Background: an optimization exercise with open tools, aiming at small area. Do not read the settings as production practice. In this exercise RTL edits were held to simulation tests only and were not proved equivalent to the original.

==> flow/design.v <==
module processing_element(activation, weight, out, clk, rst);
parameter NON_ZERO_WEIGHTS = 108,
          SPECIAL_CASE = 0,
          FRACTIONAL_BITS = 8,
          BIT_SIZE = 16;
output reg signed [BIT_SIZE-1:0] out;
input [BIT_SIZE-1:0] activation, weight;
input clk, rst;
reg [23:0] s_n;        
reg [15:0] d1, d2, d3, d4;   
function [6:0] lfsr_state;
  input integer k;
  integer i;
  begin
    lfsr_state = 7'd0;
    for (i = 0; i < k; i = i + 1)
      lfsr_state = {lfsr_state[5:0], ~(lfsr_state[6] ^ lfsr_state[5])};
  end
endfunction
localparam [6:0] LAST = lfsr_state(NON_ZERO_WEIGHTS - 1);
reg [6:0] cnt;       
reg valid;           
wire load = (cnt == 7'd0);
wire [23:0] nxt;
wire one1;
wire two2;
wire neg3;
wire none4;
wire ntwo5;
wire nx6;
wire nx7;
wire nx8;
wire nx9;
wire nx10;
wire nx11;
wire nx12;
wire nx13;
wire nx14;
wire nx15;
wire nx16;
wire nx17;
wire nx18;
wire nx19;
wire nx20;
wire nx21;
wire pp22;
wire pp23;
wire pp24;
wire pp25;
wire pp26;
wire pp27;
wire pp28;
wire pp29;
wire pp30;
wire pp31;
wire pp32;
wire pp33;
wire pp34;
wire pp35;
wire pp36;
wire pp37;
wire pp38;
wire one39;
wire two40;
wire neg41;
wire none42;
wire ntwo43;
wire nx44;
wire nx45;
wire nx46;
wire nx47;
wire nx48;
wire nx49;
wire nx50;
wire nx51;
wire nx52;
wire nx53;
wire nx54;
wire nx55;
wire nx56;
wire nx57;
wire nx58;
wire nx59;
wire pp60;
wire pp61;
wire pp62;
wire pp63;
wire pp64;
wire pp65;
wire pp66;
wire pp67;
wire pp68;
wire pp69;
wire pp70;
wire pp71;
wire pp72;
wire pp73;
wire pp74;
wire pp75;
wire pp76;
wire one77;
wire two78;
wire neg79;
wire none80;
wire ntwo81;
wire nx82;
wire nx83;
wire nx84;
wire nx85;
wire nx86;
wire nx87;
wire nx88;
wire nx89;
wire nx90;
wire nx91;
wire nx92;
wire nx93;
wire nx94;
wire nx95;
wire nx96;
wire nx97;
wire pp98;
wire pp99;
wire pp100;
wire pp101;
wire pp102;
wire pp103;
wire pp104;
wire pp105;
wire pp106;
wire pp107;
wire pp108;
wire pp109;
wire pp110;
wire pp111;
wire pp112;
wire pp113;
wire pp114;
wire one115;
wire two116;
wire neg117;
wire none118;
wire ntwo119;
wire nx120;
wire nx121;
wire nx122;
wire nx123;
wire nx124;
wire nx125;
wire nx126;
wire nx127;
wire nx128;
wire nx129;
wire nx130;
wire nx131;
wire nx132;
wire nx133;
wire nx134;
wire nx135;
wire pp136;
wire pp137;
wire pp138;
wire pp139;
wire pp140;
wire pp141;
wire pp142;
wire pp143;
wire pp144;
wire pp145;
wire pp146;
wire pp147;
wire pp148;
wire pp149;
wire pp150;
wire pp151;
wire pp152;
wire one153;
wire two154;
wire neg155;
wire none156;
wire ntwo157;
wire nx158;
wire nx159;
wire nx160;
wire nx161;
wire nx162;
wire nx163;
wire nx164;
wire nx165;
wire nx166;
wire nx167;
wire nx168;
wire nx169;
wire nx170;
wire nx171;
wire nx172;
wire nx173;
wire pp174;
wire pp175;
wire pp176;
wire pp177;
wire pp178;
wire pp179;
wire pp180;
wire pp181;
wire pp182;
wire pp183;
wire pp184;
wire pp185;
wire pp186;
wire pp187;
wire pp188;
wire pp189;
wire one190;
wire two191;
wire neg192;
wire none193;
wire ntwo194;
wire nx195;
wire nx196;
wire nx197;
wire nx198;
wire nx199;
wire nx200;
wire nx201;
wire nx202;
wire nx203;
wire nx204;
wire nx205;
wire nx206;
wire nx207;
wire nx208;
wire pp209;
wire pp210;
wire pp211;
wire pp212;
wire pp213;
wire pp214;
wire pp215;
wire pp216;
wire pp217;
wire pp218;
wire pp219;
wire pp220;
wire pp221;
wire pp222;
wire one223;
wire two224;
wire neg225;
wire none226;
wire ntwo227;
wire nx228;
wire nx229;
wire nx230;
wire nx231;
wire nx232;
wire nx233;
wire nx234;
wire nx235;
wire nx236;
wire nx237;
wire nx238;
wire nx239;
wire pp240;
wire pp241;
wire pp242;
wire pp243;
wire pp244;
wire pp245;
wire pp246;
wire pp247;
wire pp248;
wire pp249;
wire pp250;
wire pp251;
wire one252;
wire two253;
wire neg254;
wire none255;
wire ntwo256;
wire nx257;
wire nx258;
wire nx259;
wire nx260;
wire nx261;
wire nx262;
wire nx263;
wire nx264;
wire nx265;
wire nx266;
wire pp267;
wire pp268;
wire pp269;
wire pp270;
wire pp271;
wire pp272;
wire pp273;
wire pp274;
wire pp275;
wire pp276;
wire ac277;
wire ac278;
wire ac279;
wire ac280;
wire ac281;
wire ac282;
wire ac283;
wire ac284;
wire ac285;
wire ac286;
wire ac287;
wire ac288;
wire ac289;
wire ac290;
wire ac291;
wire ac292;
wire ac293;
wire ac294;
wire ac295;
wire ac296;
wire ac297;
wire ac298;
wire ac299;
wire ac300;
wire es301;
wire ec302;
wire es303;
wire ec304;
wire es305;
wire ec306;
wire es307;
wire fs308;
wire fc309;
wire fs310;
wire fc311;
wire fs312;
wire fc313;
wire fs314;
wire fc315;
wire fs316;
wire fc317;
wire fs318;
wire fc319;
wire fs320;
wire fc321;
wire fs322;
wire fc323;
wire fs324;
wire fc325;
wire fs326;
wire fc327;
wire fs328;
wire fc329;
wire fs330;
wire fc331;
wire fs332;
wire fc333;
wire fs334;
wire fc335;
wire fs336;
wire fc337;
wire fs338;
wire fc339;
wire fs340;
wire fc341;
wire fs342;
wire fc343;
wire fs344;
wire fc345;
wire fs346;
wire fc347;
wire hs348;
wire hc349;
wire fs350;
wire fc351;
wire fs352;
wire fc353;
wire fs354;
wire fc355;
wire fs356;
wire fc357;
wire fs358;
wire fc359;
wire fs360;
wire fc361;
wire fs362;
wire fc363;
wire fs364;
wire fc365;
wire fs366;
wire fc367;
wire fs368;
wire fc369;
wire fs370;
wire fc371;
wire fs372;
wire fc373;
wire fs374;
wire fc375;
wire fs376;
wire fc377;
wire fs378;
wire fc379;
wire fs380;
wire fc381;
wire fs382;
wire fc383;
wire hs384;
wire hc385;
wire fs386;
wire fc387;
wire fs388;
wire fc389;
wire fs390;
wire fc391;
wire fs392;
wire fc393;
wire fs394;
wire fc395;
wire fs396;
wire fc397;
wire fs398;
wire fs399;
wire fs400;
wire fc401;
wire fs402;
wire fc403;
wire fs404;
wire fc405;
wire fs406;
wire fc407;
wire fs408;
wire fc409;
wire fs410;
wire fc411;
wire fs412;
wire fc413;
wire fs414;
wire fc415;
wire fs416;
wire fc417;
wire hs418;
wire hc419;
wire fs420;
wire fc421;
wire hs422;
wire hc423;
wire fs424;
wire fc425;
wire fs426;
wire fc427;
wire fs428;
wire fc429;
wire fs430;
wire fc431;
wire fs432;
wire fc433;
wire fs434;
wire fc435;
wire fs436;
wire fc437;
wire fs438;
wire fc439;
wire fs440;
wire fc441;
wire fs442;
wire fc443;
wire fs444;
wire fc445;
wire fs446;
wire fc447;
wire fs448;
wire fc449;
wire fs450;
wire fc451;
wire fs452;
wire fc453;
wire fs454;
wire fc455;
wire fs456;
wire fc457;
wire hs458;
wire hc459;
wire fs460;
wire fc461;
wire fs462;
wire fs463;
wire fc464;
wire fs465;
wire fc466;
wire fs467;
wire fc468;
wire fs469;
wire fc470;
wire fs471;
wire fc472;
wire fs473;
wire fc474;
wire fs475;
wire fc476;
wire fs477;
wire fc478;
wire fs479;
wire fc480;
wire fs481;
wire fc482;
wire fs483;
wire fc484;
wire fs485;
wire fc486;
wire fs487;
wire fc488;
wire fs489;
wire fc490;
wire fs491;
wire fc492;
wire fs493;
wire fc494;
wire fs495;
wire fs496;
wire fc497;
wire fs498;
wire fc499;
wire fs500;
wire fc501;
wire fs502;
wire fc503;
wire fs504;
wire fc505;
wire fs506;
wire fc507;
wire fs508;
wire fc509;
wire fs510;
wire fc511;
wire fs512;
wire fc513;
wire fs514;
wire fc515;
wire fs516;
wire fc517;
wire fs518;
wire fc519;
wire hs520;
wire g521;
wire p522;
wire g523;
wire p524;
wire g525;
wire p526;
wire g527;
wire p528;
wire g529;
wire p530;
wire g531;
wire p532;
wire g533;
wire p534;
wire g535;
wire p536;
wire g537;
wire p538;
wire g539;
wire p540;
wire g541;
wire p542;
wire g543;
wire p544;
wire g545;
wire p546;
wire g547;
wire p548;
wire g549;
wire p550;
wire g551;
wire p552;
wire g553;
wire p554;
wire g555;
wire p556;
wire g557;
wire p558;
wire g559;
wire p560;
wire g561;
wire p562;
wire g563;
wire p564;
wire g565;
wire p566;
wire g567;
wire p568;
wire g569;
wire G570;
wire P571;
wire G572;
wire P573;
wire G574;
wire P575;
wire G576;
wire P577;
wire G578;
wire P579;
wire G580;
wire P581;
wire G582;
wire P583;
wire G584;
wire P585;
wire G586;
wire P587;
wire G588;
wire P589;
wire G590;
wire P591;
wire G592;
wire P593;
wire G594;
wire P595;
wire G596;
wire P597;
wire G598;
wire P599;
wire G600;
wire P601;
wire G602;
wire P603;
wire G604;
wire P605;
wire G606;
wire P607;
wire G608;
wire P609;
wire G610;
wire P611;
wire G612;
wire P613;
wire G614;
wire P615;
wire G616;
wire P617;
wire G618;
wire P619;
wire G620;
wire P621;
wire G622;
wire P623;
wire G624;
wire P625;
wire G626;
wire P627;
wire G628;
wire P629;
wire G630;
wire P631;
wire G632;
wire P633;
wire G634;
wire P635;
wire G636;
wire P637;
wire G638;
wire P639;
wire G640;
wire P641;
wire G642;
wire P643;
wire G644;
wire P645;
wire G646;
wire P647;
wire G648;
wire P649;
wire G650;
wire P651;
wire G652;
wire P653;
wire G654;
wire P655;
wire G656;
wire P657;
wire G658;
wire P659;
wire G660;
wire P661;
wire G662;
wire P663;
wire G664;
wire P665;
wire G666;
wire P667;
wire G668;
wire P669;
wire G670;
wire P671;
wire G672;
wire P673;
assign one1 = weight[0] ^ 1'b0;
assign two2 = (weight[1] & ~weight[0] & ~1'b0) | (~weight[1] & weight[0] & 1'b0);
assign neg3 = weight[1] & ~(weight[0] & 1'b0);
assign none4 = ~one1;
assign ntwo5 = ~two2;
assign nx6 = ~(activation[0] ^ weight[1]);
assign nx7 = ~(activation[1] ^ weight[1]);
assign nx8 = ~(activation[2] ^ weight[1]);
assign nx9 = ~(activation[3] ^ weight[1]);
assign nx10 = ~(activation[4] ^ weight[1]);
assign nx11 = ~(activation[5] ^ weight[1]);
assign nx12 = ~(activation[6] ^ weight[1]);
assign nx13 = ~(activation[7] ^ weight[1]);
assign nx14 = ~(activation[8] ^ weight[1]);
assign nx15 = ~(activation[9] ^ weight[1]);
assign nx16 = ~(activation[10] ^ weight[1]);
assign nx17 = ~(activation[11] ^ weight[1]);
assign nx18 = ~(activation[12] ^ weight[1]);
assign nx19 = ~(activation[13] ^ weight[1]);
assign nx20 = ~(activation[14] ^ weight[1]);
assign nx21 = ~(activation[15] ^ weight[1]);
assign pp22 = ((one1 & ~nx6) | (two2 & weight[1]));
pe_o22ai u_sel1 (.a(none4), .b(nx7), .c(ntwo5), .d(nx6), .y(pp23));
pe_o22ai u_sel2 (.a(none4), .b(nx8), .c(ntwo5), .d(nx7), .y(pp24));
pe_o22ai u_sel3 (.a(none4), .b(nx9), .c(ntwo5), .d(nx8), .y(pp25));
pe_o22ai u_sel4 (.a(none4), .b(nx10), .c(ntwo5), .d(nx9), .y(pp26));
pe_o22ai u_sel5 (.a(none4), .b(nx11), .c(ntwo5), .d(nx10), .y(pp27));
pe_o22ai u_sel6 (.a(none4), .b(nx12), .c(ntwo5), .d(nx11), .y(pp28));
pe_o22ai u_sel7 (.a(none4), .b(nx13), .c(ntwo5), .d(nx12), .y(pp29));
pe_o22ai u_sel8 (.a(none4), .b(nx14), .c(ntwo5), .d(nx13), .y(pp30));
pe_o22ai u_sel9 (.a(none4), .b(nx15), .c(ntwo5), .d(nx14), .y(pp31));
pe_o22ai u_sel10 (.a(none4), .b(nx16), .c(ntwo5), .d(nx15), .y(pp32));
pe_o22ai u_sel11 (.a(none4), .b(nx17), .c(ntwo5), .d(nx16), .y(pp33));
pe_o22ai u_sel12 (.a(none4), .b(nx18), .c(ntwo5), .d(nx17), .y(pp34));
pe_o22ai u_sel13 (.a(none4), .b(nx19), .c(ntwo5), .d(nx18), .y(pp35));
pe_o22ai u_sel14 (.a(none4), .b(nx20), .c(ntwo5), .d(nx19), .y(pp36));
pe_o22ai u_sel15 (.a(none4), .b(nx21), .c(ntwo5), .d(nx20), .y(pp37));
pe_o22a u_sel16 (.a(none4), .b(nx21), .c(ntwo5), .d(nx21), .y(pp38));
assign one39 = weight[2] ^ weight[1];
assign two40 = (weight[3] & ~weight[2] & ~weight[1]) | (~weight[3] & weight[2] & weight[1]);
assign neg41 = weight[3] & ~(weight[2] & weight[1]);
assign none42 = ~one39;
assign ntwo43 = ~two40;
assign nx44 = ~(activation[0] ^ weight[3]);
assign nx45 = ~(activation[1] ^ weight[3]);
assign nx46 = ~(activation[2] ^ weight[3]);
assign nx47 = ~(activation[3] ^ weight[3]);
assign nx48 = ~(activation[4] ^ weight[3]);
assign nx49 = ~(activation[5] ^ weight[3]);
assign nx50 = ~(activation[6] ^ weight[3]);
assign nx51 = ~(activation[7] ^ weight[3]);
assign nx52 = ~(activation[8] ^ weight[3]);
assign nx53 = ~(activation[9] ^ weight[3]);
assign nx54 = ~(activation[10] ^ weight[3]);
assign nx55 = ~(activation[11] ^ weight[3]);
assign nx56 = ~(activation[12] ^ weight[3]);
assign nx57 = ~(activation[13] ^ weight[3]);
assign nx58 = ~(activation[14] ^ weight[3]);
assign nx59 = ~(activation[15] ^ weight[3]);
assign pp60 = ((one39 & ~nx44) | (two40 & weight[3]));
pe_o22ai u_sel17 (.a(none42), .b(nx45), .c(ntwo43), .d(nx44), .y(pp61));
pe_o22ai u_sel18 (.a(none42), .b(nx46), .c(ntwo43), .d(nx45), .y(pp62));
pe_o22ai u_sel19 (.a(none42), .b(nx47), .c(ntwo43), .d(nx46), .y(pp63));
pe_o22ai u_sel20 (.a(none42), .b(nx48), .c(ntwo43), .d(nx47), .y(pp64));
pe_o22ai u_sel21 (.a(none42), .b(nx49), .c(ntwo43), .d(nx48), .y(pp65));
pe_o22ai u_sel22 (.a(none42), .b(nx50), .c(ntwo43), .d(nx49), .y(pp66));
pe_o22ai u_sel23 (.a(none42), .b(nx51), .c(ntwo43), .d(nx50), .y(pp67));
pe_o22ai u_sel24 (.a(none42), .b(nx52), .c(ntwo43), .d(nx51), .y(pp68));
pe_o22ai u_sel25 (.a(none42), .b(nx53), .c(ntwo43), .d(nx52), .y(pp69));
pe_o22ai u_sel26 (.a(none42), .b(nx54), .c(ntwo43), .d(nx53), .y(pp70));
pe_o22ai u_sel27 (.a(none42), .b(nx55), .c(ntwo43), .d(nx54), .y(pp71));
pe_o22ai u_sel28 (.a(none42), .b(nx56), .c(ntwo43), .d(nx55), .y(pp72));
pe_o22ai u_sel29 (.a(none42), .b(nx57), .c(ntwo43), .d(nx56), .y(pp73));
pe_o22ai u_sel30 (.a(none42), .b(nx58), .c(ntwo43), .d(nx57), .y(pp74));
pe_o22ai u_sel31 (.a(none42), .b(nx59), .c(ntwo43), .d(nx58), .y(pp75));
pe_o22a u_sel32 (.a(none42), .b(nx59), .c(ntwo43), .d(nx59), .y(pp76));
assign one77 = weight[4] ^ weight[3];
assign two78 = (weight[5] & ~weight[4] & ~weight[3]) | (~weight[5] & weight[4] & weight[3]);
assign neg79 = weight[5] & ~(weight[4] & weight[3]);
assign none80 = ~one77;
assign ntwo81 = ~two78;
assign nx82 = ~(activation[0] ^ weight[5]);
assign nx83 = ~(activation[1] ^ weight[5]);
assign nx84 = ~(activation[2] ^ weight[5]);
assign nx85 = ~(activation[3] ^ weight[5]);
assign nx86 = ~(activation[4] ^ weight[5]);
assign nx87 = ~(activation[5] ^ weight[5]);
assign nx88 = ~(activation[6] ^ weight[5]);
assign nx89 = ~(activation[7] ^ weight[5]);
assign nx90 = ~(activation[8] ^ weight[5]);
assign nx91 = ~(activation[9] ^ weight[5]);
assign nx92 = ~(activation[10] ^ weight[5]);
assign nx93 = ~(activation[11] ^ weight[5]);
assign nx94 = ~(activation[12] ^ weight[5]);
assign nx95 = ~(activation[13] ^ weight[5]);
assign nx96 = ~(activation[14] ^ weight[5]);
assign nx97 = ~(activation[15] ^ weight[5]);
assign pp98 = ((one77 & ~nx82) | (two78 & weight[5]));
pe_o22ai u_sel33 (.a(none80), .b(nx83), .c(ntwo81), .d(nx82), .y(pp99));
pe_o22ai u_sel34 (.a(none80), .b(nx84), .c(ntwo81), .d(nx83), .y(pp100));
pe_o22ai u_sel35 (.a(none80), .b(nx85), .c(ntwo81), .d(nx84), .y(pp101));
pe_o22ai u_sel36 (.a(none80), .b(nx86), .c(ntwo81), .d(nx85), .y(pp102));
pe_o22ai u_sel37 (.a(none80), .b(nx87), .c(ntwo81), .d(nx86), .y(pp103));
pe_o22ai u_sel38 (.a(none80), .b(nx88), .c(ntwo81), .d(nx87), .y(pp104));
pe_o22ai u_sel39 (.a(none80), .b(nx89), .c(ntwo81), .d(nx88), .y(pp105));
pe_o22ai u_sel40 (.a(none80), .b(nx90), .c(ntwo81), .d(nx89), .y(pp106));
pe_o22ai u_sel41 (.a(none80), .b(nx91), .c(ntwo81), .d(nx90), .y(pp107));
pe_o22ai u_sel42 (.a(none80), .b(nx92), .c(ntwo81), .d(nx91), .y(pp108));
pe_o22ai u_sel43 (.a(none80), .b(nx93), .c(ntwo81), .d(nx92), .y(pp109));
pe_o22ai u_sel44 (.a(none80), .b(nx94), .c(ntwo81), .d(nx93), .y(pp110));
pe_o22ai u_sel45 (.a(none80), .b(nx95), .c(ntwo81), .d(nx94), .y(pp111));
pe_o22ai u_sel46 (.a(none80), .b(nx96), .c(ntwo81), .d(nx95), .y(pp112));
pe_o22ai u_sel47 (.a(none80), .b(nx97), .c(ntwo81), .d(nx96), .y(pp113));
pe_o22a u_sel48 (.a(none80), .b(nx97), .c(ntwo81), .d(nx97), .y(pp114));
assign one115 = weight[6] ^ weight[5];
assign two116 = (weight[7] & ~weight[6] & ~weight[5]) | (~weight[7] & weight[6] & weight[5]);
assign neg117 = weight[7] & ~(weight[6] & weight[5]);
assign none118 = ~one115;
assign ntwo119 = ~two116;
assign nx120 = ~(activation[0] ^ weight[7]);
assign nx121 = ~(activation[1] ^ weight[7]);
assign nx122 = ~(activation[2] ^ weight[7]);
assign nx123 = ~(activation[3] ^ weight[7]);
assign nx124 = ~(activation[4] ^ weight[7]);
assign nx125 = ~(activation[5] ^ weight[7]);
assign nx126 = ~(activation[6] ^ weight[7]);
assign nx127 = ~(activation[7] ^ weight[7]);
assign nx128 = ~(activation[8] ^ weight[7]);
assign nx129 = ~(activation[9] ^ weight[7]);
assign nx130 = ~(activation[10] ^ weight[7]);
assign nx131 = ~(activation[11] ^ weight[7]);
assign nx132 = ~(activation[12] ^ weight[7]);
assign nx133 = ~(activation[13] ^ weight[7]);
assign nx134 = ~(activation[14] ^ weight[7]);
assign nx135 = ~(activation[15] ^ weight[7]);
assign pp136 = ((one115 & ~nx120) | (two116 & weight[7]));
pe_o22ai u_sel49 (.a(none118), .b(nx121), .c(ntwo119), .d(nx120), .y(pp137));
pe_o22ai u_sel50 (.a(none118), .b(nx122), .c(ntwo119), .d(nx121), .y(pp138));
pe_o22ai u_sel51 (.a(none118), .b(nx123), .c(ntwo119), .d(nx122), .y(pp139));
pe_o22ai u_sel52 (.a(none118), .b(nx124), .c(ntwo119), .d(nx123), .y(pp140));
pe_o22ai u_sel53 (.a(none118), .b(nx125), .c(ntwo119), .d(nx124), .y(pp141));
pe_o22ai u_sel54 (.a(none118), .b(nx126), .c(ntwo119), .d(nx125), .y(pp142));
pe_o22ai u_sel55 (.a(none118), .b(nx127), .c(ntwo119), .d(nx126), .y(pp143));
pe_o22ai u_sel56 (.a(none118), .b(nx128), .c(ntwo119), .d(nx127), .y(pp144));
pe_o22ai u_sel57 (.a(none118), .b(nx129), .c(ntwo119), .d(nx128), .y(pp145));
pe_o22ai u_sel58 (.a(none118), .b(nx130), .c(ntwo119), .d(nx129), .y(pp146));
pe_o22ai u_sel59 (.a(none118), .b(nx131), .c(ntwo119), .d(nx130), .y(pp147));
pe_o22ai u_sel60 (.a(none118), .b(nx132), .c(ntwo119), .d(nx131), .y(pp148));
pe_o22ai u_sel61 (.a(none118), .b(nx133), .c(ntwo119), .d(nx132), .y(pp149));
pe_o22ai u_sel62 (.a(none118), .b(nx134), .c(ntwo119), .d(nx133), .y(pp150));
pe_o22ai u_sel63 (.a(none118), .b(nx135), .c(ntwo119), .d(nx134), .y(pp151));
pe_o22a u_sel64 (.a(none118), .b(nx135), .c(ntwo119), .d(nx135), .y(pp152));
assign one153 = weight[8] ^ weight[7];
assign two154 = (weight[9] & ~weight[8] & ~weight[7]) | (~weight[9] & weight[8] & weight[7]);
assign neg155 = weight[9] & ~(weight[8] & weight[7]);
assign none156 = ~one153;
assign ntwo157 = ~two154;
assign nx158 = ~(activation[0] ^ weight[9]);
assign nx159 = ~(activation[1] ^ weight[9]);
assign nx160 = ~(activation[2] ^ weight[9]);
assign nx161 = ~(activation[3] ^ weight[9]);
assign nx162 = ~(activation[4] ^ weight[9]);
assign nx163 = ~(activation[5] ^ weight[9]);
assign nx164 = ~(activation[6] ^ weight[9]);
assign nx165 = ~(activation[7] ^ weight[9]);
assign nx166 = ~(activation[8] ^ weight[9]);
assign nx167 = ~(activation[9] ^ weight[9]);
assign nx168 = ~(activation[10] ^ weight[9]);
assign nx169 = ~(activation[11] ^ weight[9]);
assign nx170 = ~(activation[12] ^ weight[9]);
assign nx171 = ~(activation[13] ^ weight[9]);
assign nx172 = ~(activation[14] ^ weight[9]);
assign nx173 = ~(activation[15] ^ weight[9]);
assign pp174 = ((one153 & ~nx158) | (two154 & weight[9]));
pe_o22ai u_sel65 (.a(none156), .b(nx159), .c(ntwo157), .d(nx158), .y(pp175));
pe_o22ai u_sel66 (.a(none156), .b(nx160), .c(ntwo157), .d(nx159), .y(pp176));
pe_o22ai u_sel67 (.a(none156), .b(nx161), .c(ntwo157), .d(nx160), .y(pp177));
pe_o22ai u_sel68 (.a(none156), .b(nx162), .c(ntwo157), .d(nx161), .y(pp178));
pe_o22ai u_sel69 (.a(none156), .b(nx163), .c(ntwo157), .d(nx162), .y(pp179));
pe_o22ai u_sel70 (.a(none156), .b(nx164), .c(ntwo157), .d(nx163), .y(pp180));
pe_o22ai u_sel71 (.a(none156), .b(nx165), .c(ntwo157), .d(nx164), .y(pp181));
pe_o22ai u_sel72 (.a(none156), .b(nx166), .c(ntwo157), .d(nx165), .y(pp182));
pe_o22ai u_sel73 (.a(none156), .b(nx167), .c(ntwo157), .d(nx166), .y(pp183));
pe_o22ai u_sel74 (.a(none156), .b(nx168), .c(ntwo157), .d(nx167), .y(pp184));
pe_o22ai u_sel75 (.a(none156), .b(nx169), .c(ntwo157), .d(nx168), .y(pp185));
pe_o22ai u_sel76 (.a(none156), .b(nx170), .c(ntwo157), .d(nx169), .y(pp186));
pe_o22ai u_sel77 (.a(none156), .b(nx171), .c(ntwo157), .d(nx170), .y(pp187));
pe_o22ai u_sel78 (.a(none156), .b(nx172), .c(ntwo157), .d(nx171), .y(pp188));
pe_o22ai u_sel79 (.a(none156), .b(nx173), .c(ntwo157), .d(nx172), .y(pp189));
assign one190 = weight[10] ^ weight[9];
assign two191 = (weight[11] & ~weight[10] & ~weight[9]) | (~weight[11] & weight[10] & weight[9]);
assign neg192 = weight[11] & ~(weight[10] & weight[9]);
assign none193 = ~one190;
assign ntwo194 = ~two191;
assign nx195 = ~(activation[0] ^ weight[11]);
assign nx196 = ~(activation[1] ^ weight[11]);
assign nx197 = ~(activation[2] ^ weight[11]);
assign nx198 = ~(activation[3] ^ weight[11]);
assign nx199 = ~(activation[4] ^ weight[11]);
assign nx200 = ~(activation[5] ^ weight[11]);
assign nx201 = ~(activation[6] ^ weight[11]);
assign nx202 = ~(activation[7] ^ weight[11]);
assign nx203 = ~(activation[8] ^ weight[11]);
assign nx204 = ~(activation[9] ^ weight[11]);
assign nx205 = ~(activation[10] ^ weight[11]);
assign nx206 = ~(activation[11] ^ weight[11]);
assign nx207 = ~(activation[12] ^ weight[11]);
assign nx208 = ~(activation[13] ^ weight[11]);
assign pp209 = ((one190 & ~nx195) | (two191 & weight[11]));
pe_o22ai u_sel80 (.a(none193), .b(nx196), .c(ntwo194), .d(nx195), .y(pp210));
pe_o22ai u_sel81 (.a(none193), .b(nx197), .c(ntwo194), .d(nx196), .y(pp211));
pe_o22ai u_sel82 (.a(none193), .b(nx198), .c(ntwo194), .d(nx197), .y(pp212));
pe_o22ai u_sel83 (.a(none193), .b(nx199), .c(ntwo194), .d(nx198), .y(pp213));
pe_o22ai u_sel84 (.a(none193), .b(nx200), .c(ntwo194), .d(nx199), .y(pp214));
pe_o22ai u_sel85 (.a(none193), .b(nx201), .c(ntwo194), .d(nx200), .y(pp215));
pe_o22ai u_sel86 (.a(none193), .b(nx202), .c(ntwo194), .d(nx201), .y(pp216));
pe_o22ai u_sel87 (.a(none193), .b(nx203), .c(ntwo194), .d(nx202), .y(pp217));
pe_o22ai u_sel88 (.a(none193), .b(nx204), .c(ntwo194), .d(nx203), .y(pp218));
pe_o22ai u_sel89 (.a(none193), .b(nx205), .c(ntwo194), .d(nx204), .y(pp219));
pe_o22ai u_sel90 (.a(none193), .b(nx206), .c(ntwo194), .d(nx205), .y(pp220));
pe_o22ai u_sel91 (.a(none193), .b(nx207), .c(ntwo194), .d(nx206), .y(pp221));
pe_o22ai u_sel92 (.a(none193), .b(nx208), .c(ntwo194), .d(nx207), .y(pp222));
assign one223 = weight[12] ^ weight[11];
assign two224 = (weight[13] & ~weight[12] & ~weight[11]) | (~weight[13] & weight[12] & weight[11]);
assign neg225 = weight[13] & ~(weight[12] & weight[11]);
assign none226 = ~one223;
assign ntwo227 = ~two224;
assign nx228 = ~(activation[0] ^ weight[13]);
assign nx229 = ~(activation[1] ^ weight[13]);
assign nx230 = ~(activation[2] ^ weight[13]);
assign nx231 = ~(activation[3] ^ weight[13]);
assign nx232 = ~(activation[4] ^ weight[13]);
assign nx233 = ~(activation[5] ^ weight[13]);
assign nx234 = ~(activation[6] ^ weight[13]);
assign nx235 = ~(activation[7] ^ weight[13]);
assign nx236 = ~(activation[8] ^ weight[13]);
assign nx237 = ~(activation[9] ^ weight[13]);
assign nx238 = ~(activation[10] ^ weight[13]);
assign nx239 = ~(activation[11] ^ weight[13]);
assign pp240 = ((one223 & ~nx228) | (two224 & weight[13]));
pe_o22ai u_sel93 (.a(none226), .b(nx229), .c(ntwo227), .d(nx228), .y(pp241));
pe_o22ai u_sel94 (.a(none226), .b(nx230), .c(ntwo227), .d(nx229), .y(pp242));
pe_o22ai u_sel95 (.a(none226), .b(nx231), .c(ntwo227), .d(nx230), .y(pp243));
pe_o22ai u_sel96 (.a(none226), .b(nx232), .c(ntwo227), .d(nx231), .y(pp244));
pe_o22ai u_sel97 (.a(none226), .b(nx233), .c(ntwo227), .d(nx232), .y(pp245));
pe_o22ai u_sel98 (.a(none226), .b(nx234), .c(ntwo227), .d(nx233), .y(pp246));
pe_o22ai u_sel99 (.a(none226), .b(nx235), .c(ntwo227), .d(nx234), .y(pp247));
pe_o22ai u_sel100 (.a(none226), .b(nx236), .c(ntwo227), .d(nx235), .y(pp248));
pe_o22ai u_sel101 (.a(none226), .b(nx237), .c(ntwo227), .d(nx236), .y(pp249));
pe_o22ai u_sel102 (.a(none226), .b(nx238), .c(ntwo227), .d(nx237), .y(pp250));
pe_o22ai u_sel103 (.a(none226), .b(nx239), .c(ntwo227), .d(nx238), .y(pp251));
assign one252 = weight[14] ^ weight[13];
assign two253 = (weight[15] & ~weight[14] & ~weight[13]) | (~weight[15] & weight[14] & weight[13]);
assign neg254 = weight[15] & ~(weight[14] & weight[13]);
assign none255 = ~one252;
assign ntwo256 = ~two253;
assign nx257 = ~(activation[0] ^ weight[15]);
assign nx258 = ~(activation[1] ^ weight[15]);
assign nx259 = ~(activation[2] ^ weight[15]);
assign nx260 = ~(activation[3] ^ weight[15]);
assign nx261 = ~(activation[4] ^ weight[15]);
assign nx262 = ~(activation[5] ^ weight[15]);
assign nx263 = ~(activation[6] ^ weight[15]);
assign nx264 = ~(activation[7] ^ weight[15]);
assign nx265 = ~(activation[8] ^ weight[15]);
assign nx266 = ~(activation[9] ^ weight[15]);
assign pp267 = ((one252 & ~nx257) | (two253 & weight[15]));
pe_o22ai u_sel104 (.a(none255), .b(nx258), .c(ntwo256), .d(nx257), .y(pp268));
pe_o22ai u_sel105 (.a(none255), .b(nx259), .c(ntwo256), .d(nx258), .y(pp269));
pe_o22ai u_sel106 (.a(none255), .b(nx260), .c(ntwo256), .d(nx259), .y(pp270));
pe_o22ai u_sel107 (.a(none255), .b(nx261), .c(ntwo256), .d(nx260), .y(pp271));
pe_o22ai u_sel108 (.a(none255), .b(nx262), .c(ntwo256), .d(nx261), .y(pp272));
pe_o22ai u_sel109 (.a(none255), .b(nx263), .c(ntwo256), .d(nx262), .y(pp273));
pe_o22ai u_sel110 (.a(none255), .b(nx264), .c(ntwo256), .d(nx263), .y(pp274));
pe_o22ai u_sel111 (.a(none255), .b(nx265), .c(ntwo256), .d(nx264), .y(pp275));
pe_o22ai u_sel112 (.a(none255), .b(nx266), .c(ntwo256), .d(nx265), .y(pp276));
assign ac277 = ~(s_n[0] | load);
assign ac278 = ~(s_n[1] | load);
assign ac279 = ~(s_n[2] | load);
assign ac280 = ~(s_n[3] | load);
assign ac281 = ~(s_n[4] | load);
assign ac282 = ~(s_n[5] | load);
assign ac283 = ~(s_n[6] | load);
assign ac284 = ~(s_n[7] | load);
assign ac285 = ~(s_n[8] | load);
assign ac286 = ~(s_n[9] | load);
assign ac287 = ~(s_n[10] | load);
assign ac288 = ~(s_n[11] | load);
assign ac289 = ~(s_n[12] | load);
assign ac290 = ~(s_n[13] | load);
assign ac291 = ~(s_n[14] | load);
assign ac292 = ~(s_n[15] | load);
assign ac293 = ~(s_n[16] | load);
assign ac294 = ~(s_n[17] | load);
assign ac295 = ~(s_n[18] | load);
assign ac296 = ~(s_n[19] | load);
assign ac297 = ~(s_n[20] | load);
assign ac298 = ~(s_n[21] | load);
assign ac299 = ~(s_n[22] | load);
assign ac300 = ~(s_n[23] | load);
pe_ha u_ha113 (.a(ac291), .b(neg254), .s(es301), .co(ec302));
pe_ha u_ha114 (.a(ac292), .b(ec302), .s(es303), .co(ec304));
assign es305 = ~(ac293 ^ ec304);
assign ec306 = ac293 | ec304;
assign es307 = ~ac294;
pe_fa u_fa115 (.a(ac279), .b(neg41), .c(pp24), .s(fs308), .co(fc309));
pe_fa u_fa116 (.a(ac280), .b(pp25), .c(pp61), .s(fs310), .co(fc311));
pe_fa u_fa117 (.a(ac281), .b(neg79), .c(pp26), .s(fs312), .co(fc313));
pe_fa u_fa118 (.a(ac282), .b(pp27), .c(pp63), .s(fs314), .co(fc315));
pe_fa u_fa119 (.a(ac283), .b(neg117), .c(pp28), .s(fs316), .co(fc317));
pe_fa u_fa120 (.a(pp64), .b(pp100), .c(pp136), .s(fs318), .co(fc319));
pe_fa u_fa121 (.a(ac284), .b(pp29), .c(pp65), .s(fs320), .co(fc321));
pe_fa u_fa122 (.a(ac285), .b(neg155), .c(pp30), .s(fs322), .co(fc323));
pe_fa u_fa123 (.a(pp66), .b(pp102), .c(pp138), .s(fs324), .co(fc325));
pe_fa u_fa124 (.a(ac286), .b(pp31), .c(pp67), .s(fs326), .co(fc327));
pe_fa u_fa125 (.a(pp103), .b(pp139), .c(pp175), .s(fs328), .co(fc329));
pe_fa u_fa126 (.a(ac287), .b(neg192), .c(pp32), .s(fs330), .co(fc331));
pe_fa u_fa127 (.a(pp68), .b(pp104), .c(pp140), .s(fs332), .co(fc333));
pe_fa u_fa128 (.a(ac288), .b(pp33), .c(pp69), .s(fs334), .co(fc335));
pe_fa u_fa129 (.a(pp105), .b(pp141), .c(pp177), .s(fs336), .co(fc337));
pe_fa u_fa130 (.a(ac289), .b(neg225), .c(pp34), .s(fs338), .co(fc339));
pe_fa u_fa131 (.a(pp70), .b(pp106), .c(pp142), .s(fs340), .co(fc341));
pe_fa u_fa132 (.a(pp178), .b(pp211), .c(pp240), .s(fs342), .co(fc343));
pe_fa u_fa133 (.a(ac290), .b(pp35), .c(pp71), .s(fs344), .co(fc345));
pe_fa u_fa134 (.a(pp107), .b(pp143), .c(pp179), .s(fs346), .co(fc347));
pe_ha u_ha135 (.a(pp212), .b(pp241), .s(hs348), .co(hc349));
pe_fa u_fa136 (.a(es301), .b(pp36), .c(pp72), .s(fs350), .co(fc351));
pe_fa u_fa137 (.a(pp108), .b(pp144), .c(pp180), .s(fs352), .co(fc353));
pe_fa u_fa138 (.a(pp213), .b(pp242), .c(pp267), .s(fs354), .co(fc355));
pe_fa u_fa139 (.a(es303), .b(pp37), .c(pp73), .s(fs356), .co(fc357));
pe_fa u_fa140 (.a(pp109), .b(pp145), .c(pp181), .s(fs358), .co(fc359));
pe_fa u_fa141 (.a(pp214), .b(pp243), .c(pp268), .s(fs360), .co(fc361));
pe_fa u_fa142 (.a(pp38), .b(pp74), .c(pp110), .s(fs362), .co(fc363));
pe_fa u_fa143 (.a(pp146), .b(pp182), .c(pp215), .s(fs364), .co(fc365));
pe_fa u_fa144 (.a(pp244), .b(pp269), .c(es305), .s(fs366), .co(fc367));
pe_fa u_fa145 (.a(es307), .b(pp75), .c(pp111), .s(fs368), .co(fc369));
pe_fa u_fa146 (.a(pp147), .b(pp183), .c(pp216), .s(fs370), .co(fc371));
pe_fa u_fa147 (.a(pp245), .b(pp270), .c(ec306), .s(fs372), .co(fc373));
pe_fa u_fa148 (.a(ac295), .b(ac294), .c(pp76), .s(fs374), .co(fc375));
pe_fa u_fa149 (.a(pp112), .b(pp148), .c(pp184), .s(fs376), .co(fc377));
pe_fa u_fa150 (.a(pp217), .b(pp246), .c(pp271), .s(fs378), .co(fc379));
pe_fa u_fa151 (.a(1'b1), .b(ac296), .c(pp113), .s(fs380), .co(fc381));
pe_fa u_fa152 (.a(pp149), .b(pp185), .c(pp218), .s(fs382), .co(fc383));
pe_ha u_ha153 (.a(pp247), .b(pp272), .s(hs384), .co(hc385));
pe_fa u_fa154 (.a(ac297), .b(pp114), .c(pp150), .s(fs386), .co(fc387));
pe_fa u_fa155 (.a(pp186), .b(pp219), .c(pp248), .s(fs388), .co(fc389));
pe_fa u_fa156 (.a(1'b1), .b(ac298), .c(pp151), .s(fs390), .co(fc391));
pe_fa u_fa157 (.a(pp187), .b(pp220), .c(pp249), .s(fs392), .co(fc393));
pe_fa u_fa158 (.a(ac299), .b(pp152), .c(pp188), .s(fs394), .co(fc395));
pe_fa u_fa159 (.a(pp221), .b(pp250), .c(pp275), .s(fs396), .co(fc397));
assign fs398 = 1'b1 ^ ac300 ^ pp189;
assign fs399 = pp222 ^ pp251 ^ pp276;
pe_fa u_fa160 (.a(pp62), .b(pp98), .c(fc311), .s(fs400), .co(fc401));
pe_fa u_fa161 (.a(pp99), .b(fc313), .c(fs314), .s(fs402), .co(fc403));
pe_fa u_fa162 (.a(fc315), .b(fs316), .c(fs318), .s(fs404), .co(fc405));
pe_fa u_fa163 (.a(pp101), .b(pp137), .c(fc317), .s(fs406), .co(fc407));
pe_fa u_fa164 (.a(pp174), .b(fc321), .c(fs322), .s(fs408), .co(fc409));
pe_fa u_fa165 (.a(fc323), .b(fc325), .c(fs326), .s(fs410), .co(fc411));
pe_fa u_fa166 (.a(pp176), .b(pp209), .c(fc327), .s(fs412), .co(fc413));
pe_fa u_fa167 (.a(fc329), .b(fs330), .c(fs332), .s(fs414), .co(fc415));
pe_fa u_fa168 (.a(pp210), .b(fc331), .c(fc333), .s(fs416), .co(fc417));
pe_ha u_ha169 (.a(fs334), .b(fs336), .s(hs418), .co(hc419));
pe_fa u_fa170 (.a(fc335), .b(fc337), .c(fs338), .s(fs420), .co(fc421));
pe_ha u_ha171 (.a(fs340), .b(fs342), .s(hs422), .co(hc423));
pe_fa u_fa172 (.a(hs348), .b(fc339), .c(fc341), .s(fs424), .co(fc425));
pe_fa u_fa173 (.a(fc343), .b(fs344), .c(fs346), .s(fs426), .co(fc427));
pe_fa u_fa174 (.a(hc349), .b(fc345), .c(fc347), .s(fs428), .co(fc429));
pe_fa u_fa175 (.a(fs350), .b(fs352), .c(fs354), .s(fs430), .co(fc431));
pe_fa u_fa176 (.a(fc351), .b(fc353), .c(fc355), .s(fs432), .co(fc433));
pe_fa u_fa177 (.a(fs356), .b(fs358), .c(fs360), .s(fs434), .co(fc435));
pe_fa u_fa178 (.a(fc357), .b(fc359), .c(fc361), .s(fs436), .co(fc437));
pe_fa u_fa179 (.a(fs362), .b(fs364), .c(fs366), .s(fs438), .co(fc439));
pe_fa u_fa180 (.a(fc363), .b(fc365), .c(fs368), .s(fs440), .co(fc441));
pe_fa u_fa181 (.a(fs370), .b(fc367), .c(fs372), .s(fs442), .co(fc443));
pe_fa u_fa182 (.a(fc369), .b(fc371), .c(fs374), .s(fs444), .co(fc445));
pe_fa u_fa183 (.a(fs376), .b(fs378), .c(fc373), .s(fs446), .co(fc447));
pe_fa u_fa184 (.a(hs384), .b(fc375), .c(fc377), .s(fs448), .co(fc449));
pe_fa u_fa185 (.a(fc379), .b(fs380), .c(fs382), .s(fs450), .co(fc451));
pe_fa u_fa186 (.a(pp273), .b(hc385), .c(fc381), .s(fs452), .co(fc453));
pe_fa u_fa187 (.a(fc383), .b(fs386), .c(fs388), .s(fs454), .co(fc455));
pe_fa u_fa188 (.a(pp274), .b(fc387), .c(fc389), .s(fs456), .co(fc457));
pe_ha u_ha189 (.a(fs390), .b(fs392), .s(hs458), .co(hc459));
pe_fa u_fa190 (.a(fc391), .b(fc393), .c(fs394), .s(fs460), .co(fc461));
assign fs462 = fc395 ^ fc397 ^ fs398;
pe_fa u_fa191 (.a(fc319), .b(fs320), .c(fc405), .s(fs463), .co(fc464));
pe_fa u_fa192 (.a(fs324), .b(fc407), .c(fs408), .s(fs465), .co(fc466));
pe_fa u_fa193 (.a(fs328), .b(fc409), .c(fs410), .s(fs467), .co(fc468));
pe_fa u_fa194 (.a(fc411), .b(fs412), .c(fs414), .s(fs469), .co(fc470));
pe_fa u_fa195 (.a(hs418), .b(fc413), .c(fc415), .s(fs471), .co(fc472));
pe_fa u_fa196 (.a(hc419), .b(hs422), .c(fc417), .s(fs473), .co(fc474));
pe_fa u_fa197 (.a(hc423), .b(fc421), .c(fs424), .s(fs475), .co(fc476));
pe_fa u_fa198 (.a(fc425), .b(fc427), .c(fs428), .s(fs477), .co(fc478));
pe_fa u_fa199 (.a(fc429), .b(fc431), .c(fs432), .s(fs479), .co(fc480));
pe_fa u_fa200 (.a(fc433), .b(fc435), .c(fs436), .s(fs481), .co(fc482));
pe_fa u_fa201 (.a(fc437), .b(fs440), .c(fc439), .s(fs483), .co(fc484));
pe_fa u_fa202 (.a(fc441), .b(fs444), .c(fc443), .s(fs485), .co(fc486));
pe_fa u_fa203 (.a(fc445), .b(fs448), .c(fc447), .s(fs487), .co(fc488));
pe_fa u_fa204 (.a(fc449), .b(fc451), .c(fs452), .s(fs489), .co(fc490));
pe_fa u_fa205 (.a(hs458), .b(fc453), .c(fc455), .s(fs491), .co(fc492));
pe_fa u_fa206 (.a(fs396), .b(hc459), .c(fc457), .s(fs493), .co(fc494));
assign fs495 = fs399 ^ fc461 ^ fs462;
pe_fa u_fa207 (.a(fs416), .b(fc470), .c(fs471), .s(fs496), .co(fc497));
pe_fa u_fa208 (.a(fs420), .b(fc472), .c(fs473), .s(fs498), .co(fc499));
pe_fa u_fa209 (.a(fs426), .b(fc474), .c(fs475), .s(fs500), .co(fc501));
pe_fa u_fa210 (.a(fs430), .b(fc476), .c(fs477), .s(fs502), .co(fc503));
pe_fa u_fa211 (.a(fs434), .b(fc478), .c(fs479), .s(fs504), .co(fc505));
pe_fa u_fa212 (.a(fs438), .b(fc480), .c(fs481), .s(fs506), .co(fc507));
pe_fa u_fa213 (.a(fs442), .b(fc482), .c(fs483), .s(fs508), .co(fc509));
pe_fa u_fa214 (.a(fs446), .b(fc484), .c(fs485), .s(fs510), .co(fc511));
pe_fa u_fa215 (.a(fs450), .b(fc486), .c(fs487), .s(fs512), .co(fc513));
pe_fa u_fa216 (.a(fs454), .b(fc488), .c(fs489), .s(fs514), .co(fc515));
pe_fa u_fa217 (.a(fs456), .b(fc490), .c(fs491), .s(fs516), .co(fc517));
pe_fa u_fa218 (.a(fs460), .b(fc492), .c(fs493), .s(fs518), .co(fc519));
assign hs520 = fc494 ^ fs495;
assign g521 = neg3 & pp22;
assign p522 = neg3 ^ pp22;
assign g523 = ac278 & pp23;
assign p524 = ac278 ^ pp23;
assign g525 = pp60 & fs308;
assign p526 = pp60 ^ fs308;
assign g527 = fc309 & fs310;
assign p528 = fc309 ^ fs310;
assign g529 = fs312 & fs400;
assign p530 = fs312 ^ fs400;
assign g531 = fc401 & fs402;
assign p532 = fc401 ^ fs402;
assign g533 = fc403 & fs404;
assign p534 = fc403 ^ fs404;
assign g535 = fs406 & fs463;
assign p536 = fs406 ^ fs463;
assign g537 = fc464 & fs465;
assign p538 = fc464 ^ fs465;
assign g539 = fc466 & fs467;
assign p540 = fc466 ^ fs467;
assign g541 = fc468 & fs469;
assign p542 = fc468 ^ fs469;
assign g543 = fs496 & 1'b0;
assign p544 = fs496 ^ 1'b0;
assign g545 = fc497 & fs498;
assign p546 = fc497 ^ fs498;
assign g547 = fc499 & fs500;
assign p548 = fc499 ^ fs500;
assign g549 = fc501 & fs502;
assign p550 = fc501 ^ fs502;
assign g551 = fc503 & fs504;
assign p552 = fc503 ^ fs504;
assign g553 = fc505 & fs506;
assign p554 = fc505 ^ fs506;
assign g555 = fc507 & fs508;
assign p556 = fc507 ^ fs508;
assign g557 = fc509 & fs510;
assign p558 = fc509 ^ fs510;
assign g559 = fc511 & fs512;
assign p560 = fc511 ^ fs512;
assign g561 = fc513 & fs514;
assign p562 = fc513 ^ fs514;
assign g563 = fc515 & fs516;
assign p564 = fc515 ^ fs516;
assign g565 = fc517 & fs518;
assign p566 = fc517 ^ fs518;
assign g567 = fc519 & hs520;
assign p568 = fc519 ^ hs520;
assign g569 = (neg3 & pp22) | (neg3 & ac277) | (pp22 & ac277);
assign G570 = g523 | (p524 & g569);
assign P571 = p524 & p522;
assign G572 = g527 | (p528 & g525);
assign P573 = p528 & p526;
assign G574 = g531 | (p532 & g529);
assign P575 = p532 & p530;
assign G576 = g535 | (p536 & g533);
assign P577 = p536 & p534;
assign G578 = g539 | (p540 & g537);
assign P579 = p540 & p538;
assign G580 = g543 | (p544 & g541);
assign P581 = p544 & p542;
assign G582 = g547 | (p548 & g545);
assign P583 = p548 & p546;
assign G584 = g551 | (p552 & g549);
assign P585 = p552 & p550;
assign G586 = g555 | (p556 & g553);
assign P587 = p556 & p554;
assign G588 = g559 | (p560 & g557);
assign P589 = p560 & p558;
assign G590 = g563 | (p564 & g561);
assign P591 = p564 & p562;
assign G592 = g567 | (p568 & g565);
assign P593 = p568 & p566;
assign G594 = g525 | (p526 & G570);
assign P595 = p526 & P571;
assign G596 = G572 | (P573 & G570);
assign P597 = P573 & P571;
assign G598 = g533 | (p534 & G574);
assign P599 = p534 & P575;
assign G600 = G576 | (P577 & G574);
assign P601 = P577 & P575;
assign G602 = g541 | (p542 & G578);
assign P603 = p542 & P579;
assign G604 = G580 | (P581 & G578);
assign P605 = P581 & P579;
assign G606 = g549 | (p550 & G582);
assign P607 = p550 & P583;
assign G608 = G584 | (P585 & G582);
assign P609 = P585 & P583;
assign G610 = g557 | (p558 & G586);
assign P611 = p558 & P587;
assign G612 = G588 | (P589 & G586);
assign P613 = P589 & P587;
assign G614 = g565 | (p566 & G590);
assign P615 = p566 & P591;
assign G616 = G592 | (P593 & G590);
assign P617 = P593 & P591;
assign G618 = g529 | (p530 & G596);
assign P619 = p530 & P597;
assign G620 = G574 | (P575 & G596);
assign P621 = P575 & P597;
assign G622 = G598 | (P599 & G596);
assign P623 = P599 & P597;
assign G624 = G600 | (P601 & G596);
assign P625 = P601 & P597;
assign G626 = g545 | (p546 & G604);
assign P627 = p546 & P605;
assign G628 = G582 | (P583 & G604);
assign P629 = P583 & P605;
assign G630 = G606 | (P607 & G604);
assign P631 = P607 & P605;
assign G632 = G608 | (P609 & G604);
assign P633 = P609 & P605;
assign G634 = g561 | (p562 & G612);
assign P635 = p562 & P613;
assign G636 = G590 | (P591 & G612);
assign P637 = P591 & P613;
assign G638 = G614 | (P615 & G612);
assign P639 = P615 & P613;
assign G640 = G616 | (P617 & G612);
assign P641 = P617 & P613;
assign G642 = g537 | (p538 & G624);
assign P643 = p538 & P625;
assign G644 = G578 | (P579 & G624);
assign P645 = P579 & P625;
assign G646 = G602 | (P603 & G624);
assign P647 = P603 & P625;
assign G648 = G604 | (P605 & G624);
assign P649 = P605 & P625;
assign G650 = G626 | (P627 & G624);
assign P651 = P627 & P625;
assign G652 = G628 | (P629 & G624);
assign P653 = P629 & P625;
assign G654 = G630 | (P631 & G624);
assign P655 = P631 & P625;
assign G656 = G632 | (P633 & G624);
assign P657 = P633 & P625;
assign G658 = g553 | (p554 & G656);
assign P659 = p554 & P657;
assign G660 = G586 | (P587 & G656);
assign P661 = P587 & P657;
assign G662 = G610 | (P611 & G656);
assign P663 = P611 & P657;
assign G664 = G612 | (P613 & G656);
assign P665 = P613 & P657;
assign G666 = G634 | (P635 & G656);
assign P667 = P635 & P657;
assign G668 = G636 | (P637 & G656);
assign P669 = P637 & P657;
assign G670 = G638 | (P639 & G656);
assign P671 = P639 & P657;
assign G672 = G640 | (P641 & G656);
assign P673 = P641 & P657;
assign nxt[0] = p522 ^ ac277;
assign nxt[1] = (p524 ^ g569);
assign nxt[2] = (p526 ^ G570);
assign nxt[3] = (p528 ^ G594);
assign nxt[4] = (p530 ^ G596);
assign nxt[5] = (p532 ^ G618);
assign nxt[6] = (p534 ^ G620);
assign nxt[7] = (p536 ^ G622);
assign nxt[8] = (p538 ^ G624);
assign nxt[9] = (p540 ^ G642);
assign nxt[10] = (p542 ^ G644);
assign nxt[11] = (p544 ^ G646);
assign nxt[12] = (p546 ^ G648);
assign nxt[13] = (p548 ^ G650);
assign nxt[14] = (p550 ^ G652);
assign nxt[15] = (p552 ^ G654);
assign nxt[16] = (p554 ^ G656);
assign nxt[17] = (p556 ^ G658);
assign nxt[18] = (p558 ^ G660);
assign nxt[19] = (p560 ^ G662);
assign nxt[20] = (p562 ^ G664);
assign nxt[21] = (p564 ^ G666);
assign nxt[22] = (p566 ^ G668);
assign nxt[23] = (p568 ^ G670);
always @(posedge clk) begin
  s_n <= ~nxt;
  d1 <= s_n[FRACTIONAL_BITS+15:FRACTIONAL_BITS];
  d2 <= d1;
  d3 <= d2;
  d4 <= d3;
  if (!rst) begin
    cnt <= 0;
    valid <= 1'b0;
    out <= 0;
  end else begin
    cnt <= (cnt == LAST) ? 7'd0 : {cnt[5:0], ~(cnt[6] ^ cnt[5])};
    valid <= valid | cnt[3];    
    out <= valid ? ~d4 : 16'd0;
  end
end
endmodule
module pe_fa(a, b, c, s, co);
input a, b, c;
output s, co;
assign s = a ^ b ^ c;
assign co = (a & b) | (a & c) | (b & c);
endmodule
module pe_o22ai(a, b, c, d, y);
input a, b, c, d;
output y;
assign y = ~((a | b) & (c | d));
endmodule
module pe_o22a(a, b, c, d, y);
input a, b, c, d;
output y;
assign y = (a | b) & (c | d);
endmodule
module pe_ha(a, b, s, co);
input a, b;
output s, co;
assign s = a ^ b;
assign co = a & b;
endmodule
==> flow/flow/run.sh <==
#!/bin/bash
# The standard layout (standard.sh, unchanged synthesis) with a few ORFS knobs:
#  - ports buffered with the smallest buffer instead of ORFS's default pick,
#  - synthesis buffers removed before placement (repair_design re-buffers),
#  - power recovery (downsizing of non-critical cells) after global routing,
#  - CTS without dummy load cells.
# All tool output goes to standard_flow.log here and ORFS's own logs under orfs/logs.
set -euo pipefail
export BUFFER_PORTS_ARGS="-buffer_cell sky130_fd_sc_hd__buf_1"
export REMOVE_ABC_BUFFERS=1
export RECOVER_POWER=100
export CTS_ARGS="-repair_clock_nets -buf_list sky130_fd_sc_hd__clkbuf_8 -dont_use_dummy_load"
bash standard.sh > standard_flow.log 2>&1
==> flow/standard.sh <==
#!/bin/bash
# synth_recipe.tcl (not shown) runs the flow's synth.tcl, then flattens the netlist and writes it again
# the make line also repeats each setting of config.mk as NAME=value (left out here)
make -C /OpenROAD-flow-scripts/flow DESIGN_CONFIG=/design/flow/config.mk WORK_HOME=/design/flow/orfs CLKGATE_MAP_FILE= SYNTH_SCRIPT=/design/flow/synth_recipe.tcl "${@:-finish}"
==> flow/config.mk <==
export PLATFORM = sky130hd
export DESIGN_NAME = processing_element
export DESIGN_NICKNAME = processing_element
export VERILOG_FILES = /design/flow/design.v
export SDC_FILE = /design/flow/constraint.sdc
export NUM_CORES = 4
export LEC_CHECK = 0
export CAP_MARGIN = 0
export CORE_MARGIN = 2
export CORE_UTILIZATION = 40
export CTS_BUF_LIST = sky130_fd_sc_hd__clkbuf_8
export GPL_TIMING_DRIVEN = 0
export SLEW_MARGIN = 0
export SYNTH_HIERARCHICAL = 1
==> flow/constraint.sdc <==
create_clock -name core_clock -period 6.5 [get_ports {clk}]
set_input_delay 1.3000 -clock core_clock [delete_from_list [all_inputs] [get_ports {clk}]]
set_output_delay 1.3000 -clock core_clock [all_outputs]
set_load 0.01 [all_outputs]
==> results.txt, run 1 <==
Yosys reg bits=112; n_diodes=0; Via Count=5097; drt wl/cell=15.2 um; Die Span X=144 um; area share of the largest cell type after synthesis=28.6%; fmax=0.161 GHz; final hold slack=0.302 ns; register-to-register setup slack=0.79 ns; Netlist cell types=46; post-CTS setup buffer count=0; critical-path maximum fanout=19; starting density of the core=40.6%; Max-Cap Viols=0; drt total wl=15400 um; number of global-route vias before repair=5024; Detailed Place HPWL=13200 um; CTS clk-pin slew, worst paths=0.11 ns; first-pass GRT wire length=25800 um; Syn-to-layout area delta=7.24%; worst min path class=flop to flop; Vias/cell=5.04; r2r startpoint=cnt[3]; status=no timing/DRC/antenna violations; Yosys warning count=7; core area=19300 um2; critical path endpoint category=flop; mapped cell area=7850 um2; Clock Path Buffers=2; worst rel slew slack=29.9%; syn avg cell area=10.8 um2; Final Util=43.5%; fin crit share=95.8%; row count=51; gr usage total=15.9%; DRC viols=0; Max Slew Vio Count=0; top-count cell post-synth=xnor2_1; CP Launch Type=input pin; nets=923; HP Start=d1[10]; top_reg_cell synth=dfxtp_1; DRT antenna net count=0; Final setup violation count=0; crit path kind=input pin to flop; RSZ-0062 raised after global routing=no; WP data required=6.74 ns; top cells by area, synth=dfxtp_1, fa_1, xnor2_1; Arr. time, crit path=6.47 ns; initial antenna violation count=0; Clock Root Buffer=clkbuf_8; Post-DP Area=8250 um2; Final Wtd Congestion=0.862; sequential share of the synthesized area=28.6%; pin count of the biggest net entering global routing=25; chip height=144 um; Die Area=20700 um2; Pre-Repair DR Iteration Count=4; Final Hold Vio Count=0; GRT Residual Overflow=0; DR iter-0 viols=214; FILL cells=1888; clk_skew=0.0450 ns; number of synthesized flops with an enable pin=0; TritonCTS clock tree=yes; Design Area, Final=8410 um2; most frequent cells after synthesis=xnor2_1, dfxtp_1, o22ai_1, fa_1, nor2_1; Worst-Skew Late Latency=0.37 ns; worst-margin pin slew=1.05 ns; ys async rst share=0%; CTS buffer count=9; htree depth=3; CTS sink cnt=112; I/O Pins=50; layout cells sized above 1=3.88%; I/O Buffers=49; crit path launch=weight[13]; Synth area leader=dfxtp_1; Min Clock Period, post-route=6.23 ns; post-synthesis instance total=724
[flip-flops by register name, indices dropped and copies added, names as in the netlist]
| register | cells |
|---|---|
| d4 | 16 |
| valid | 1 |
| d2 | 16 |
| d3 | 16 |
| cnt | 7 |
| d1 | 16 |
| s_n | 24 |
| out | 16 |
[worst paths after layout]
check,end,cells past startpoint
worst max register to register,s_n[22],21
worst min-delay path,d2[10],0
worst max-delay path,s_n[17],17
worst min register to register,d2[10],0
[layer usage]
layer | up-vias | GRT usage, % | share of wire (%)
met5 | - | 0 | 0
met4 | 0 | 3.66 | 1.2
met3 | 13 | 2.02 | 5.1
met2 | 112 | 25.4 | 44
met1 | 2452 | 23.0 | 50
li1 | 2520 | - | -
[per-module statistics from Yosys (local to each module, per instance)]
module              cell area [um2]  flops+latches  cells inside
processing_element             5060            112           506
pe_fa                          20.0              0             1
pe_ha                          12.5              0             1
pe_o22a                        8.76              0             1
pe_o22ai                       6.26              0             1
[kinds of logic after synthesis]
group / after synthesis / synth area share, %
other: 1 / 0.0478
DFF: 112 / 28.6
xor gates and xnor gates: 142 / 15.9
and+or+nand+nor: 105 / 6.70
buffers and inverters: 62 / 3.00
adders and majority gates: 140 / 32.4
AOI/OAI and AO/OA: 162 / 13.4
[metrics by stage]
step | setup TNS (ns) | setup slack (ns) | std cells
floorplan | 0 | 0.724 | 688
global placement | -5.70 | -0.699 | 1002
detailed placement | -6.37 | -0.762 | 1003
CTS | 0 | 0.0350 | 1012
global route | 0 | 0.0262 | 1012
finish | 0 | 0.272 | 1012
[cells in the final DEF, fill, tap and decap left out, drive strengths merged]
cell type,count
o31a,1
nand2b,2
clkdlybuf4s15,3
or4,1
o311a,1
and3,1
clkbuf,15
nor2b,14
xnor2,136
a221oi,1
a21o,6
o211ai,3
nor3,1
nor2,48
o21ai,6
nand3b,1
a21oi,15
o21a,3
o21bai,5
fa,105
nor4,2
o22ai,110
o211a,1
or2,6
ha,35
nor3b,7
buf,41
nand4,1
dfxtp,112
and2,6
a211oi,2
nand2,13
xor2,6
o22a,4
inv,25
a211o,1
nand3,2
conb,2
a31oi,3
[final cells by class]
class / count / area, um2 / share of cell area [%]
inverter: 25 / 93.8 / 1.12
sequential: 112 / 2240 / 26.7
tap: 265 / 332 / 3.94
clock buffer: 9 / 124 / 1.47
timing repair buffer: 50 / 225 / 2.68
multi-input combinational: 551 / 5400 / 64.1
[worst max-delay path: stages]
cell and delay, ns:
clkbuf_1 0.76, ha_1 0.39, inv_1 0.22, o22ai_1 0.11
nand2_1 0.11, o21ai_1 0.10, fa_1 0.54, fa_1 0.42
fa_1 0.55, fa_1 0.42, ha_1 0.34, a21oi_1 0.14
o21ai_0 0.21, a21oi_2 0.25, inv_2 0.09, fa_1 0.39
xnor2_1 0.13
[timing repair]
| action | 4_1_cts | 5_1_grt |
|---|---|---|
| gates resized for setup | 13 | 5 |
| hold buffers | 0 | 0 |
| setup endpoints to repair | 10 | 8 |
==> inputs of run 2 (changes only) <==
--- a/flow/flow/run.sh
+++ b/flow/flow/run.sh
@@ -10,4 +10,4 @@
 export REMOVE_ABC_BUFFERS=1
 export RECOVER_POWER=100
-export CTS_ARGS="-repair_clock_nets -buf_list sky130_fd_sc_hd__clkbuf_8 -dont_use_dummy_load"
+export CTS_ARGS="-sink_clustering_enable -sink_buffer_max_cap_derate 0.001 -repair_clock_nets -buf_list sky130_fd_sc_hd__clkbuf_8 -dont_use_dummy_load"
 bash standard.sh > standard_flow.log 2>&1
==> run 2 against run 1 <==
Compared with the run above:
- core utilization stayed put
- critical endpoint unchanged
- area after synthesis stayed put
- first-iteration DRC count is the same
- wire length did not move
- fmax stayed put
- worst setup slack unchanged
- non-clock buffer count stayed put
- sequential cell count is the same
- highest routed layer unchanged
==> results.txt, run 2 <==
status=no timing/DRC/antenna violations; first-pass GRT wire length=25800 um; worst min path class=flop to flop; reg2reg end=s_n[22]; Final WS setup=0.272 ns; Final setup violation count=0; I/O Buffers=49; Syn-to-layout area delta=7.24%; Largest register FFs=24; Via Count=5097; max incr delay on CP=0.76 ns; area share of the largest cell type after synthesis=28.6%; area of the multi-input gates=5400 um2; syn avg cell area=10.8 um2; sequential share of the synthesized area=28.6%; register-to-register setup slack=0.79 ns; Die Area=20700 um2; DRC viols=0; gr usage total=15.9%; number of global-route vias before repair=5024; DRT antenna net count=0; HP Start=d1[10]; CTS sink cnt=112; critical path endpoint category=flop; Max-Cap Viols=0; most frequent cells after synthesis=xnor2_1, dfxtp_1, o22ai_1, fa_1, nor2_1; Detailed Place HPWL=13200 um; Netlist cell types=46; ys async rst share=0%; Pre-Repair DR Iteration Count=4; crit path kind=input pin to flop; FF/Latch Area=2240 um2; Vias/cell=5.04; RSZ-0062 raised after global routing=no; crit path launch=weight[13]; dpl ws=-0.762 ns; top cells by area, synth=dfxtp_1, fa_1, xnor2_1; top_reg_cell synth=dfxtp_1; number of synthesized flops with an enable pin=0; post-CTS setup buffer count=0; Clock Root Buffer=clkbuf_8; starting density of the core=40.6%; CTS clk-pin slew, worst paths=0.11 ns; I/O Pins=50; Yosys reg bits=112; pin count of the biggest net entering global routing=25; Synth area leader=dfxtp_1; htree depth=3; Worst-Skew Late Latency=0.37 ns; GRT Residual Overflow=0; CP Launch Type=input pin; CTS buffer count=9; DR iter-0 viols=214; Arr. time, crit path=6.47 ns; fin crit share=95.8%; initial antenna violation count=0; core area=19300 um2; critical path's slowest cell=clkbuf_1; Worst path most repeated cell=fa_1; worst reg2reg path depth=21; drt wl/cell=15.2 um; top-count cell post-synth=xnor2_1; commonest non-fill, non-tap cell in the layout=xnor2_1; TritonCTS clock tree=yes; mapped cell area=7850 um2; clk_skew=0.0450 ns; worst rel slew slack=29.9%; Final Wtd Congestion=0.862; Die Span X=144 um; worst-margin pin slew=1.05 ns; chip height=144 um; critical-path maximum fanout=19; drt total wl=15400 um; worst-path cell chain=clkbuf_1 > ha_1 > inv_1 > o22ai_1 > nand2_1 > o21ai_1 > fa_1 > fa_1 > fa_1 > fa_1 > ha_1 > a21oi_1 > o21ai_0 > a21oi_2 > inv_2 > fa_1 > xnor2_1; layout cells sized above 1=3.88%; WP data required=6.74 ns; Min Clock Period, post-route=6.23 ns; Reg with most FFs=s_n; FILL cells=1888; most frequent cells in the layout=xnor2_1, dfxtp_1, o22ai_1; fmax=0.161 GHz; Yosys warning count=7; nets=923; Final Hold Vio Count=0; TNS Setup=0 ns; Hold Buf Count CTS=0; post-synthesis instance total=724; Clock Path Buffers=2; r2r startpoint=cnt[3]; Critical Path End=s_n[17]; row count=51; Max Slew Vio Count=0; n_diodes=0
[run 2: cell type report]
cell class,instances,share of cell area (%)
clock buffers,9,1.47
inverters,25,1.12
multi-input cells,551,64.1
flip-flops and latches,112,26.7
well taps,265,3.94
repair buffers,50,2.68
[run 2: cells by family (layout without fill, tap and decap cells)]
logic type	Yosys count	count (layout)	synth area share [%]
AO/OA/AOI/OAI	162	162	13.4
AND/OR/NAND/NOR	105	105	6.70
XOR/XNOR	142	142	15.9
buffers and inverters	62	84	3.00
adder cells (fa/ha/maj)	140	140	32.4
flip-flops	112	112	28.6
other	1	2	0.0478
[run 2: how the worst min path moves through the flow]
stage / endpoint / cells past startpoint
after global placement: d3[0] / 0
after floorplan: d2[0] / 0
final: d2[10] / 0
after detailed placement: d2[10] / 0
after global routing: d2[10] / 0
after CTS: d2[10] / 0
[run 2: per-module statistics from Yosys, one instance, submodules excluded]
module | cells inside | flip-flops and latches | area (um2) | copies in the design
pe_o22a | 1 | 0 | 8.76 | 4
pe_fa | 1 | 0 | 20.0 | 99
pe_o22ai | 1 | 0 | 6.26 | 108
processing_element | 506 | 112 | 5060 | 1
pe_ha | 1 | 0 | 12.5 | 7
[run 2: metal layers]
layer / wire length (um) / track usage [%] / share of wire (%) / vias up
met5: 0 / 0 / 0 / -
met4: 186 / 3.66 / 1.2 / 0
met3: 784 / 2.02 / 5.1 / 13
met2: 6760 / 25.4 / 44 / 112
met1: 7640 / 23.0 / 50 / 2452
li1: - / - / - / 2520
[run 2: worst max-delay path: cells and delay by family]
kind            cells  cell delay (ns)
fa+ha+maj           7             3.05
buf+inv             3             1.07
compound gates      5             0.81
xor+xnor            1             0.13
simple gates        1             0.11
[run 2: timing repair]
| item | in CTS | in global routing |
|---|---|---|
| endpoints found under the setup margin | 10 | 8 |
| cloned | 0 | 0 |
| gates resized for setup | 13 | 5 |
[run 2: per-stage QoR]
stage | instance area, um2 | hold slack (ns) | util, % | instances
2_1_floorplan | 7710 | 0.310 | - | 688
6_report | 8410 | 0.302 | 43.5 | 1012
3_3_place_gp | 8220 | 0.312 | 42.5 | 1002
5_1_grt | 8410 | 0.307 | 43.5 | 1012
3_5_place_dp | 8250 | 0.312 | 42.7 | 1003
4_1_cts | 8420 | 0.304 | 43.6 | 1012

[separate check: timing with driven ports]
Ports are ideal in the flow. The routed layouts listed here were re-timed in OpenROAD.
Step 1: set_driving_cell puts a clkbuf_16 on clk and a buf_2 on each other input, an assumption about the parent block.
Step 2 times the ports against the registers' clock, not the clock port: input delays grow and output delays shrink by t, the midpoint of the rising clock arrivals with the driver on.
Three values: no drivers, after step 1, after step 2; two values: the first two.
run	shift t [ns]	slack for setup (ns)	worst hold slack (ns)	worst slew at a driven data input, ns
run 1	0.383	0.272 / 0.276 / -0.107	0.302 / 0.302 / 0.302	0.04
run 2	0.383	0.272 / 0.276 / -0.107	0.302 / 0.302 / 0.302	0.04
Met with ideal ports but missed after step 2: setup timing in run 1 and run 2.
